Background: an optimization exercise with open tools, aiming at small area. Do not read the settings as production practice.
The RTL was checked by simulation tests, not by an equivalence proof against the original design.
Power and IR drop assume default switching activity.

**flow/design.v**
```verilog
module freq_divider (
    input  wire clk,
    input  wire rst,
    output reg  slow_clk,
    output reg  slow_clk_prev
);
    reg  [11:0] cnt;
    localparam [11:0] TERM_MASK = 12'b011111010111;
    localparam [11:0] TERM_VAL  = 12'd1469 & TERM_MASK;
    wire term = (cnt & TERM_MASK) == TERM_VAL;
    always @(posedge clk) begin
        slow_clk_prev <= slow_clk;
        if (!rst || term) cnt <= 12'd0;
        else              cnt <= {cnt[10:0], ~(cnt[11] ^ cnt[10])};
        if (!rst)         slow_clk <= 1'b0;
        else if (term)    slow_clk <= ~slow_clk;
    end
endmodule
module col_shift_register (
    input  wire       clk,
    input  wire       rst,
    input  wire       step,
    output wire [3:0] col_shift_reg
);
    reg [1:0] idx;
    always @(posedge clk) begin
        if (!rst)      idx <= 2'd0;
        else if (step) idx <= idx + 2'd1;
    end
    assign col_shift_reg = 4'b0001 << idx;
endmodule
module debouncer (
    input  wire clk,
    input  wire rst,
    input  wire noisy_signal,
    output reg  clean_signal
);
    reg  [11:0] cnt;
    localparam [11:0] TERM_MASK = 12'b111110101101;
    localparam [11:0] TERM_VAL  = 12'd2938 & TERM_MASK;
    wire differ = noisy_signal ^ clean_signal;
    wire term   = (cnt & TERM_MASK) == TERM_VAL;
    always @(posedge clk) begin
        if (!rst || !differ || term) cnt <= 12'd0;
        else                         cnt <= {cnt[10:0], ~(cnt[11] ^ cnt[10])};
        if (!rst)                    clean_signal <= 1'b0;
        else if (differ && term)     clean_signal <= noisy_signal;
    end
endmodule
module row_scanner (
    input  wire [3:0] col_shift_reg,
    input  wire [3:0] row_in,
    output reg  [3:0] key_value,
    output wire       key_pressed
);
    always @(*) begin
        key_value = 4'd0;
        case (col_shift_reg)
            4'b0001: case (row_in) 4'b1000: key_value = 4'd1; 4'b0100: key_value = 4'd4; 4'b0010: key_value = 4'd7; default: ; endcase
            4'b0010: case (row_in) 4'b1000: key_value = 4'd2; 4'b0100: key_value = 4'd5; 4'b0010: key_value = 4'd8; default: ; endcase
            4'b0100: case (row_in) 4'b1000: key_value = 4'd3; 4'b0100: key_value = 4'd6; 4'b0010: key_value = 4'd9; default: ; endcase
            default: ;
        endcase
    end
    assign key_pressed = |row_in;
endmodule
module input_control (
    input  wire        clk,
    input  wire        rst,
    input  wire [3:0]  key_value,
    input  wire        key_pressed,
    output reg  [11:0] acumulador,
    output reg  [14:0] bcd
);
    reg key_pressed_prev;
    wire add = key_pressed && !key_pressed_prev;
    wire [12:0] sum = {1'b0, acumulador} + {9'd0, key_value};
    wire [3:0] u = bcd[3:0], t = bcd[7:4], h = bcd[11:8];
    wire [2:0] th = bcd[14:12];
    wire [4:0] us = {1'b0, u} + {1'b0, key_value};
    wire cu = us >= 5'd10;
    wire [3:0] un = cu ? us[3:0] - 4'd10 : us[3:0];
    wire ct = cu && t == 4'd9;
    wire [3:0] tn = ct ? 4'd0 : t + {3'd0, cu};
    wire ch = ct && h == 4'd9;
    wire [3:0] hn = ch ? 4'd0 : h + {3'd0, ct};
    wire [2:0] thn = th + {2'd0, ch};
    always @(posedge clk) begin
        if (!rst) begin
            acumulador <= 12'd0;
            key_pressed_prev <= 1'b0;
            bcd <= 15'd0;
        end else begin
            key_pressed_prev <= key_pressed;
            if (add) begin
                acumulador <= sum[11:0];
                bcd <= sum[12] ? {11'd0, sum[3:0]} : {thn, hn, tn, un};
            end
        end
    end
endmodule
module module_7_segments (
    input  wire [1:0]  sel,
    input  wire [14:0] bcd_i,
    output wire [3:0]  anodo_o,
    output reg  [6:0]  catodo_o
);
    reg [3:0] digito;
    assign anodo_o = ~(4'b0001 << sel);
    always @(*) begin
        case (sel)
            2'd0: digito = bcd_i[3:0];
            2'd1: digito = bcd_i[7:4];
            2'd2: digito = bcd_i[11:8];
            default: digito = {1'b0, bcd_i[14:12]};
        endcase
        case (digito)
            4'd0: catodo_o = 7'b1000000;
            4'd1: catodo_o = 7'b1111001;
            4'd2: catodo_o = 7'b0100100;
            4'd3: catodo_o = 7'b0110000;
            4'd4: catodo_o = 7'b0011001;
            4'd5: catodo_o = 7'b0010010;
            4'd6: catodo_o = 7'b0000010;
            4'd7: catodo_o = 7'b1111000;
            4'd8: catodo_o = 7'b0000000;
            4'd9: catodo_o = 7'b0010000;
            default: catodo_o = 7'b1111111;
        endcase
    end
endmodule
module module_top (
    input  wire        clk,
    input  wire        rst,
    input  wire [3:0]  row_in,
    output wire [3:0]  col_out,
    output wire [6:0]  catodo_po,
    output wire [3:0]  anodo_po,
    output wire [11:0] acumulador
);
    wire slow_clk, slow_clk_prev;
    wire [3:0] clean_rows;
    wire [3:0] key_value;
    wire key_pressed;
    wire [14:0] bcd;
    reg  digit_hi;
    freq_divider divisor_inst (
        .clk(clk), .rst(rst), .slow_clk(slow_clk), .slow_clk_prev(slow_clk_prev)
    );
    col_shift_register registro_inst (
        .clk(clk), .rst(rst),
        .step(slow_clk && !slow_clk_prev && !key_pressed),
        .col_shift_reg(col_out)
    );
    genvar i;
    generate
        for (i = 0; i < 4; i = i + 1) begin : debouncer_loop
            debouncer debounce_inst (
                .clk(clk), .rst(rst),
                .noisy_signal(row_in[i]), .clean_signal(clean_rows[i])
            );
        end
    endgenerate
    row_scanner scanner_inst (
        .col_shift_reg(col_out), .row_in(clean_rows),
        .key_value(key_value), .key_pressed(key_pressed)
    );
    input_control control_inst (
        .clk(clk), .rst(rst), .key_value(key_value), .key_pressed(key_pressed),
        .acumulador(acumulador), .bcd(bcd)
    );
    always @(posedge clk) begin
        if (!rst) digit_hi <= 1'b0;
        else if (slow_clk_prev && !slow_clk) digit_hi <= ~digit_hi;
    end
    module_7_segments display_inst (
        .sel({digit_hi, slow_clk_prev}), .bcd_i(bcd),
        .anodo_o(anodo_po), .catodo_o(catodo_po)
    );
endmodule
```
**flow/run.sh**
```bash
#!/bin/bash
# synth_recipe.tcl (not shown) runs the flow's synth.tcl, then flattens the netlist and writes it again
# the make line also repeats each setting of config.mk as NAME=value (left out here)
make -C /OpenROAD-flow-scripts/flow DESIGN_CONFIG=/design/flow/config.mk WORK_HOME=/design/flow/orfs CLKGATE_MAP_FILE= SYNTH_SCRIPT=/design/flow/synth_recipe.tcl finish
```
**flow/config.mk**
```make
export PLATFORM = sky130hd
export DESIGN_NAME = module_top
export DESIGN_NICKNAME = module_top
export VERILOG_FILES = /design/flow/design.v
export SDC_FILE = /design/flow/constraint.sdc
export NUM_CORES = 4
export LEC_CHECK = 0
export CAP_MARGIN = 20
export CORE_MARGIN = 2
export CORE_UTILIZATION = 40
export SLEW_MARGIN = 20
```
**flow/constraint.sdc**
```tcl
create_clock -name core_clock -period 20.0 [get_ports {clk}]
set_input_delay 4.0000 -clock core_clock [delete_from_list [all_inputs] [get_ports {clk}]]
set_output_delay 4.0000 -clock core_clock [all_outputs]
set_load 0.01 [all_outputs]
```
==> out/results.ini, run 1 <==
[status]
status = complete, no violations

[floorplanning]
die_height_um = 110
rows = 38
boundaryPins = 33
start_util_pct = 41.2
die-area_um2 = 12100
fp.dieW_um = 110
coreArea_um2 = 10900

[global_route]
grt_pass1_vias = 3331
grt_pass1_wl_um = 15700
grt_usage_pct = 16.7
grt_max_degree = 27
antenna_found_initial = 0
overflow = 0

[cells_and_area]
drive_gt1_share_pct = 6.84
n_antenna_cell = 0
final_nets = 526
n_fill_cell = 1079
syn2layout_area_growth_pct = 13.3
layout.cells.non_filler = 637

[sta]
setup_viol = 0
relSlewSlack_pct = 46.0
fin_worst_skew_ps = 12.3
fin_crit_sh_pct = 34.4
finalSetupTns_ps = 0
worst_slew_pin_slew_ps = 810
drv_slew = 0
rsz0062_at_grt = no
fmax_mhz = 145
min_period_ps = 6890
hold_viol = 0

[route]
wl_per_cell_um = 14.3
drcViolationCount = 0
drt_first_pass_iters = 4
initialDrtViolationCount = 172
vias = 3354
wirelength_um = 9130
vias_per_cell = 5.27
antenna_left = 0

[clock_tree]
cts_resized = 0
cts_hold_buf = 0
cts_max_level = 3
tritoncts = done
numCtsBuffers = 9
cts_buffer_depth = 2
clock_sinks = 97
ctsRootBufferMaster = clkbuf_8
clk_latency_ps = 370
postCtsSetupRepairBufs = 0
path_clk_slew_ps = 100

[worst_setup_path]
crit_chain = mux4_2 > inv_1 > ha_1 > nor2b_1 > o21ai_0 > o21a_1 > clkdlybuf4s50_1
cp.arrival_ps = 2890
path_buf_inv = 2
r2r_start = registro_inst.idx[0]
cp_max_fo = 11
required_ps = 16000
slowest_delay_ps = 630
critPathKind = flop to output pin
crit_slowest_cell = mux4_2
cpLargestDelayFamily = buffers and inverters
cp-startpoint = divisor_inst.slow_clk_prev
startpoint_type = flop
end_kind = output pin

[power]
power_uw = 333
ir_drop_mv = 0.0389
power.leakage_nw = 1.99
power_density_nw_per_um2 = 65.5

[place]
dp_cells = 621
io_buffers = 32
dp_hpwl_um = 6490
gp_congestion = 0.809

[synth]
ys_warn_count = 7
synth_commonest_cells = dfxtp_1 (97), and2_1 (56), nor2_1 (34), nand2_1 (29), ha_1 (26)
syn_nets = 504
yosysMostFrequentCell = dfxtp_1
syn_avg_cell_area_um2 = 9.54
synth_area_leaders = dfxtp_1 (43%), and2_1 (7.8%), ha_1 (7.3%)
synth_area_leader_cell = dfxtp_1
synthArstFlopShare_pct = 0
synth_edf_count = 0
synth_cells = 470
ys_types = 62
yosysSeqAreaShare_pct = 43.3
synth_area_um2 = 4480
ys_seq_elements = 97
ys.flop_type = dfxtp_1
synth_top_area_share_pct = 43.3

[run]
maxCapViolCount = 0

[min_path]
holdCritPathClass = flop to flop
worstHoldStart = divisor_inst.cnt[5]

-- metal layers --
metal / GRT usage, % / routed length, µm / vias to the layer above
li1: - / - / 1701
met1: 21.3 / 4450 / 1586
met2: 27.1 / 4180 / 53
met3: 4.27 / 316 / 14
met4: 5.88 / 182 / 0
met5: 0 / 0 / -
-- worst paths after layout --
kind / end / slack (ps) / depth (start not counted)
setup / recovery: catodo_po[0] / 13110 / 7
hold / removal: divisor_inst.cnt[6] / 430 / 1
setup reg to reg: control_inst.bcd[14] / 15930 / 19
hold reg to reg: divisor_inst.cnt[6] / 430 / 1
-- cell type report --
type,count,area (µm²),area share [%]
clock buffers,9,124,2.44
clock inverters,7,78.8,1.55
inverters,11,41.3,0.813
multi-input cells,338,2370,46.8
flip-flops and latches,97,1940,38.2
well taps,140,175,3.45
repair buffers,35,343,6.75
-- cells in the final DEF (no fill, tap or decap), types with 4 or more instances in the layout --
cell type and instances:
a211oi_1 6, a21o_1 4, a21oi_1 19, a31oi_1 9, and2_1 56, clkbuf_8 9, clkdlybuf4s50_1 32, dfxtp_1 97
ha_1 26, inv_1 11, mux2i_1 7, nand2_1 29, nand3_1 18, nand4_1 12, nand4b_1 6, nor2_1 34
nor2b_1 5, nor3_1 5, nor3b_1 5, nor4_1 4, o21a_1 6, o21ai_0 16, xnor2_1 6, xor2_1 13
-- through the flow --
step	worst slack (ps)	hold slack, ps	util [%]	instance area, µm²
6_report	13110	431	46.6	5080
5_1_grt	12930	442	46.6	5080
4_1_cts	13120	433	46.6	5080
3_5_place_dp	13540	411	44.8	4880
3_3_place_gp	13640	411	44.8	4880
2_1_floorplan	14250	376	-	4480
-- where the power goes --
part / internal [mW] / switching, mW / total (mW)
clock network: 0.0591 / 0.0725 / 0.132
logic: 0.00217 / 0.00435 / 0.00653
registers: 0.194 / 0.000457 / 0.195
-- state kept, by name, summed over array words and instances (netlist names) --
signal and count:
registro_inst.idx 2, divisor_inst.slow_clk 1, debouncer_loop.debounce_inst.clean_signal 4, digit_hi 1, control_inst.acumulador 12, divisor_inst.cnt 12, divisor_inst.slow_clk_prev 1, control_inst.key_pressed_prev 1
control_inst.bcd 15, debouncer_loop.debounce_inst.cnt 48
-- cell families after synthesis --
family	after synthesis	synth area share (%)
AOI/OAI and AO/OA	83	12.8
and+or+nand+nor	197	25.1
buffers and inverters	35	3.71
adders and majority gates	28	8.15
xor gates and xnor gates	20	4.07
muxes	10	2.82
DFF	97	43.3
==> run 2: changes to the inputs <==
--- a/flow/design.v
+++ b/flow/design.v
@@ -4,14 +4,16 @@
     output reg  slow_clk,
     output reg  slow_clk_prev
 );
-    reg  [11:0] cnt;
+    localparam [11:0] POL       = 12'b101010101010;
     localparam [11:0] TERM_MASK = 12'b011111010111;
     localparam [11:0] TERM_VAL  = 12'd1469 & TERM_MASK;
+    reg  [11:0] q;
+    wire [11:0] cnt = q ^ POL;
     wire term = (cnt & TERM_MASK) == TERM_VAL;
+    wire [11:0] nxt = (!rst || term) ? 12'd0 : {cnt[10:0], ~(cnt[11] ^ cnt[10])};
     always @(posedge clk) begin
         slow_clk_prev <= slow_clk;
-        if (!rst || term) cnt <= 12'd0;
-        else              cnt <= {cnt[10:0], ~(cnt[11] ^ cnt[10])};
+        q <= nxt ^ POL;
         if (!rst)         slow_clk <= 1'b0;
         else if (term)    slow_clk <= ~slow_clk;
     end
@@ -35,16 +37,19 @@
     input  wire noisy_signal,
     output reg  clean_signal
 );
-    reg  [11:0] cnt;
+    localparam [11:0] POL       = 12'b101010101010;
     localparam [11:0] TERM_MASK = 12'b111110101101;
     localparam [11:0] TERM_VAL  = 12'd2938 & TERM_MASK;
+    reg  [11:0] q;
+    wire [11:0] cnt = q ^ POL;
     wire differ = noisy_signal ^ clean_signal;
     wire term   = (cnt & TERM_MASK) == TERM_VAL;
+    wire clear  = !rst || !differ || term;
+    wire [11:0] nxt = clear ? 12'd0 : {cnt[10:0], ~(cnt[11] ^ cnt[10])};
     always @(posedge clk) begin
-        if (!rst || !differ || term) cnt <= 12'd0;
-        else                         cnt <= {cnt[10:0], ~(cnt[11] ^ cnt[10])};
-        if (!rst)                    clean_signal <= 1'b0;
-        else if (differ && term)     clean_signal <= noisy_signal;
+        q <= nxt ^ POL;
+        if (!rst)                clean_signal <= 1'b0;
+        else if (differ && term) clean_signal <= noisy_signal;
     end
 endmodule
 module row_scanner (
@@ -74,10 +79,11 @@
 );
     reg key_pressed_prev;
     wire add = key_pressed && !key_pressed_prev;
-    wire [12:0] sum = {1'b0, acumulador} + {9'd0, key_value};
+    wire [3:0] kv = add ? key_value : 4'd0;
+    wire [12:0] sum = {1'b0, acumulador} + {9'd0, kv};
     wire [3:0] u = bcd[3:0], t = bcd[7:4], h = bcd[11:8];
     wire [2:0] th = bcd[14:12];
-    wire [4:0] us = {1'b0, u} + {1'b0, key_value};
+    wire [4:0] us = {1'b0, u} + {1'b0, kv};
     wire cu = us >= 5'd10;
     wire [3:0] un = cu ? us[3:0] - 4'd10 : us[3:0];
     wire ct = cu && t == 4'd9;
@@ -86,16 +92,13 @@
     wire [3:0] hn = ch ? 4'd0 : h + {3'd0, ct};
     wire [2:0] thn = th + {2'd0, ch};
     always @(posedge clk) begin
+        key_pressed_prev <= key_pressed;
         if (!rst) begin
             acumulador <= 12'd0;
-            key_pressed_prev <= 1'b0;
             bcd <= 15'd0;
         end else begin
-            key_pressed_prev <= key_pressed;
-            if (add) begin
-                acumulador <= sum[11:0];
-                bcd <= sum[12] ? {11'd0, sum[3:0]} : {thn, hn, tn, un};
-            end
+            acumulador <= sum[11:0];
+            bcd <= sum[12] ? {11'd0, sum[3:0]} : {thn, hn, tn, un};
         end
     end
 endmodule
==> flow/flow/run.sh (new file) <==
#!/bin/bash
# Own layout flow: the standard synthesis, then the combinational logic
# between the registers is mapped again by ABC for area (registers, their
# names and cells untouched), then the standard layout steps from that
# netlist, with small port buffers and a small clock tree.
set -euo pipefail
W=$PWD
F=$W/flow
R=$W/orfs/results/$FLOW_PLATFORM/module_top/base
LIB=$FLOW_HOME/platforms/$FLOW_PLATFORM/lib/sky130_fd_sc_hd__tt_025C_1v80.lib

# 1. standard synthesis
bash standard.sh synth > $W/1_standard_synth.log 2>&1
cp $R/1_2_yosys.v $W/standard_netlist.v

# 2. remap the combinational logic
sed -e "s|@LIB@|$LIB|g" -e "s|@IN@|$W/standard_netlist.v|" -e "s|@OUT@|$W/remapped.v|" \
    -e "s|@ABC@|$F/area.abc|" $F/remap.ys > $W/remap.ys
yosys -s $W/remap.ys > $W/2_remap.log 2>&1
cp $W/remapped.v $R/1_2_yosys.v
touch $R/1_2_yosys.v

# 3. the standard layout steps on the remapped netlist
bash standard.sh \
    "BUFFER_PORTS_ARGS=-buffer_cell sky130_fd_sc_hd__buf_1" \
    "$(cat $F/cts_args.txt)" \
    finish > $W/3_layout.log 2>&1
==> flow/flow/area.abc (new file) <==
strash; &get -n; &deepsyn -T 30; &put; dch -f; amap
==> flow/flow/cts_args.txt (new file) <==
CTS_ARGS=-sink_clustering_enable -repair_clock_nets -buf_list sky130_fd_sc_hd__clkbuf_8 -dont_use_dummy_load -sink_clustering_size 30 -sink_clustering_max_diameter 200
==> flow/flow/remap.ys (new file) <==
read_liberty -wb -ignore_miss_func @LIB@
setattr -mod -set keep_hierarchy 1 =sky130_fd_sc_hd__dfxtp_1 =sky130_fd_sc_hd__dfrtp_1 =sky130_fd_sc_hd__dfstp_1 =sky130_fd_sc_hd__dfbbp_1 =sky130_fd_sc_hd__dfrbp_1 =sky130_fd_sc_hd__dfxbp_1
read_verilog @IN@
hierarchy -top module_top
flatten -wb
opt -purge
abc -script @ABC@ -liberty @LIB@ -dont_use *lpflow* -dont_use *probe*
opt_clean -purge
stat -liberty @LIB@
write_verilog -noattr -nohex -nodec @OUT@
==> flow/standard.sh (new file) <==
#!/bin/bash
# synth_recipe.tcl (not shown) runs the flow's synth.tcl, then flattens the netlist and writes it again
# the make line also repeats each setting of config.mk as NAME=value (left out here)
make -C /OpenROAD-flow-scripts/flow DESIGN_CONFIG=/design/flow/config.mk WORK_HOME=/design/flow/orfs CLKGATE_MAP_FILE= SYNTH_SCRIPT=/design/flow/synth_recipe.tcl "${@:-finish}"
removed: flow/run.sh
==> run 2 against run 1 <==
Worst hold slack lost 72 ps; clock skew grew 13 ps; combinational power shrank 18%; wire length shrank 31%; first-iteration DRC count shrank 59%; via count shrank 18%; sequential share of layout area grew 13 points; global-route usage shrank 2.2 points; final cell count shrank 14%.
==> out/results.ini, run 2 <==
[cells_and_area]
finalInstanceArea_um2 = 3820
final_nets = 450
layout_common_cells = dfxtp_1 (97), nor2_1 (84), clkinv_1 (37)
syn2layout_area_growth_pct = 10.9
mostFrequentLayoutCell = dfxtp_1
drive_gt1_share_pct = 2.04
layout.cells.non_filler = 547
n_antenna_cell = 0
largest_reg_flops = 48
reg_top3 = debouncer_loop.debounce_inst.q: 48 flops, control_inst.bcd: 15 flops
largest-register = debouncer_loop.debounce_inst.q

[sta]
drv_slew = 0
hold_viol = 0
timing.hold.ws_ps = 359
rsz0062_at_grt = no
fin_crit_sh_pct = 34.4
worst_slew_pin_slew_ps = 776
fmax_mhz = 145
setup_viol = 0
finalSetupTns_ps = 0
fin_worst_skew_ps = 25.2
relSlewSlack_pct = 47.7
layout_setup_ws_ps = 13120
min_period_ps = 6880

[worst_setup_path]
reg2reg_slack_ps = 15520
end_kind = output pin
crit_path_frequent_cell = o21ai_0
startpoint_type = flop
critPathKind = flop to output pin
cp.arrival_ps = 2880
r2r_start = debouncer_loop[3].debounce_inst.clean_signal
cp_max_fo = 6
crit_chain = clkinv_1 > or2_0 > o21ai_0 > nor3_1 > nor2_1 > o31ai_1 > nand2_1 > o21ai_0 > o21ai_0 > o21a_1 > buf_1
required_ps = 16000
crit_slowest_cell = o21ai_0
cpLargestDelayFamily = compound AO/OA/AOI/OAI gates
timing.rr.end = control_inst.bcd[7]
reg2reg_depth = 21
path_buf_inv = 2
slowest_delay_ps = 540

[place]
gp_congestion = 0.792
dp_hpwl_um = 4700
io_buffers = 32
post-place-ws_ps = 13520
dp_cells = 538
dpl-instance-area_um2 = 3690

[clock_tree]
cts_max_level = 3
cts_resized = 0
tritoncts = done
cts_buffer_depth = 2
path_clk_slew_ps = 80
cts_hold_buf = 0
clk_latency_ps = 350
clock_sinks = 97
numCtsBuffers = 9
postCtsSetupRepairBufs = 0
ctsRootBufferMaster = clkbuf_8

[route]
initialDrtViolationCount = 70
antenna_left = 0
met1Wirelength_um = 3190
drcViolationCount = 0
drt_first_pass_iters = 4
vias_per_cell = 5.01
dr.max_layer_used = met4
wirelength_um = 6290
vias = 2738
wl_met2_um = 2780
wl_per_cell_um = 11.5
wl_met3_um = 199

[synth]
syn_avg_cell_area_um2 = 8.58
syn_nets = 407
synth_cells = 401
synth_area_um2 = 3440
ys_warn_count = 7

[global_route]
grt_pass1_vias = 2554
grt_usage_pct = 14.5
grt_pass1_wl_um = 11200
grt_max_degree = 22
overflow = 0
antenna_found_initial = 0

[status]
status = complete, no violations

[min_path]
min_path_cells = 1
holdPathEnd = debouncer_loop[3].debounce_inst.q[7]
holdCritPathClass = flop to flop
worstHoldStart = debouncer_loop[3].debounce_inst.q[6]

[floorplanning]
coreArea_um2 = 8300
boundaryPins = 33
rows = 33
die-area_um2 = 9360
fp.dieW_um = 96.8
start_util_pct = 41.5
die_height_um = 96.8

[power]
power_density_nw_per_um2 = 77.6
ir_drop_mv = 0.0408
power.leakage_nw = 1.30

[run]
maxCapViolCount = 0

run 2: changes by cell type in the layout (fill, tap and decap cells not counted), moves of 8 or more:
cell,change
or2_0,+13
clkdlybuf4s50_1,-32
xor2_1,-13
nor3_1,+13
nand4_1,-11
o21ai_0,+8
a31oi_1,-8
buf_1,+32
clkinv_1,+37
nor2_1,+50
inv_1,-11
nand3_1,-8
ha_1,-26
and2_1,-56
run 2: final cells by class:
| type | instances | area (µm²) |
|---|---|---|
| flip-flops and latches | 97 | 1940 |
| well taps | 105 | 131 |
| inverters | 37 | 139 |
| repair buffers | 32 | 120 |
| multi-input cells | 267 | 1360 |
| fillers | 802 | 4480 |
| clock buffers | 9 | 124 |
run 2: stage by stage:
stage,utilization [%],total power [mW]
2_1_floorplan,-,0.203
3_5_place_dp,44.5,0.205
4_1_cts,46.0,0.301
3_3_place_gp,44.5,0.205
5_1_grt,46.0,0.308
6_report,46.0,0.296
run 2: worst max-delay path by stage:
stage                   end  slack (ps)  cells past startpoint                        from
2_1_floorplan  catodo_po[1]       13560                     11                    digit_hi
3_3_place_gp   catodo_po[1]       13710                     11  divisor_inst.slow_clk_prev
3_5_place_dp   catodo_po[1]       13520                     11  divisor_inst.slow_clk_prev
4_1_cts        catodo_po[1]       13120                     11  divisor_inst.slow_clk_prev
5_1_grt        catodo_po[1]       12730                     11                    digit_hi
6_report       catodo_po[1]       13120                     11  divisor_inst.slow_clk_prev
run 2: layer usage:
| layer | track usage (%) | vias up |
|---|---|---|
| li1 | - | 1455 |
| met2 | 22.4 | 38 |
| met3 | 2.89 | 11 |
| met1 | 19.0 | 1234 |
| met5 | 0 | - |
| met4 | 7.69 | 0 |
run 2: where the power goes:
group / switching [mW] / leakage (nW) / internal (mW)
clock network: 0.0558 / 0.0647 / 0.0404
registers: 0.000479 / 0.785 / 0.194
logic: 0.00393 / 0.446 / 0.00143
total: 0.0602 / 1.30 / 0.236

==> port drivers added, routing unchanged <==
Ports are ideal in the flow. The routed layouts listed here were re-timed in OpenROAD.
Step 1 assumes that a clkbuf_16 drives the clock port and a buf_2 every other input.
Step 2 times the ports against the registers' clock, not the clock port: input delays grow and output delays shrink by t, the midpoint of the rising clock arrivals with the driver on.
a / b / c = no drivers / after step 1 / after step 2; a / b = the first two.
run | t, ns | setup WS [ns] | worst data-port slew with drivers (ns) | pins driven straight from the clock port
run 1 | 0.400 | 13.110 / 13.076 / 13.476 | 0.03 | 1
run 2 | 0.373 | 13.117 / 13.084 / 13.457 | 0.03 | 1
After both steps every run listed still meets setup and hold.
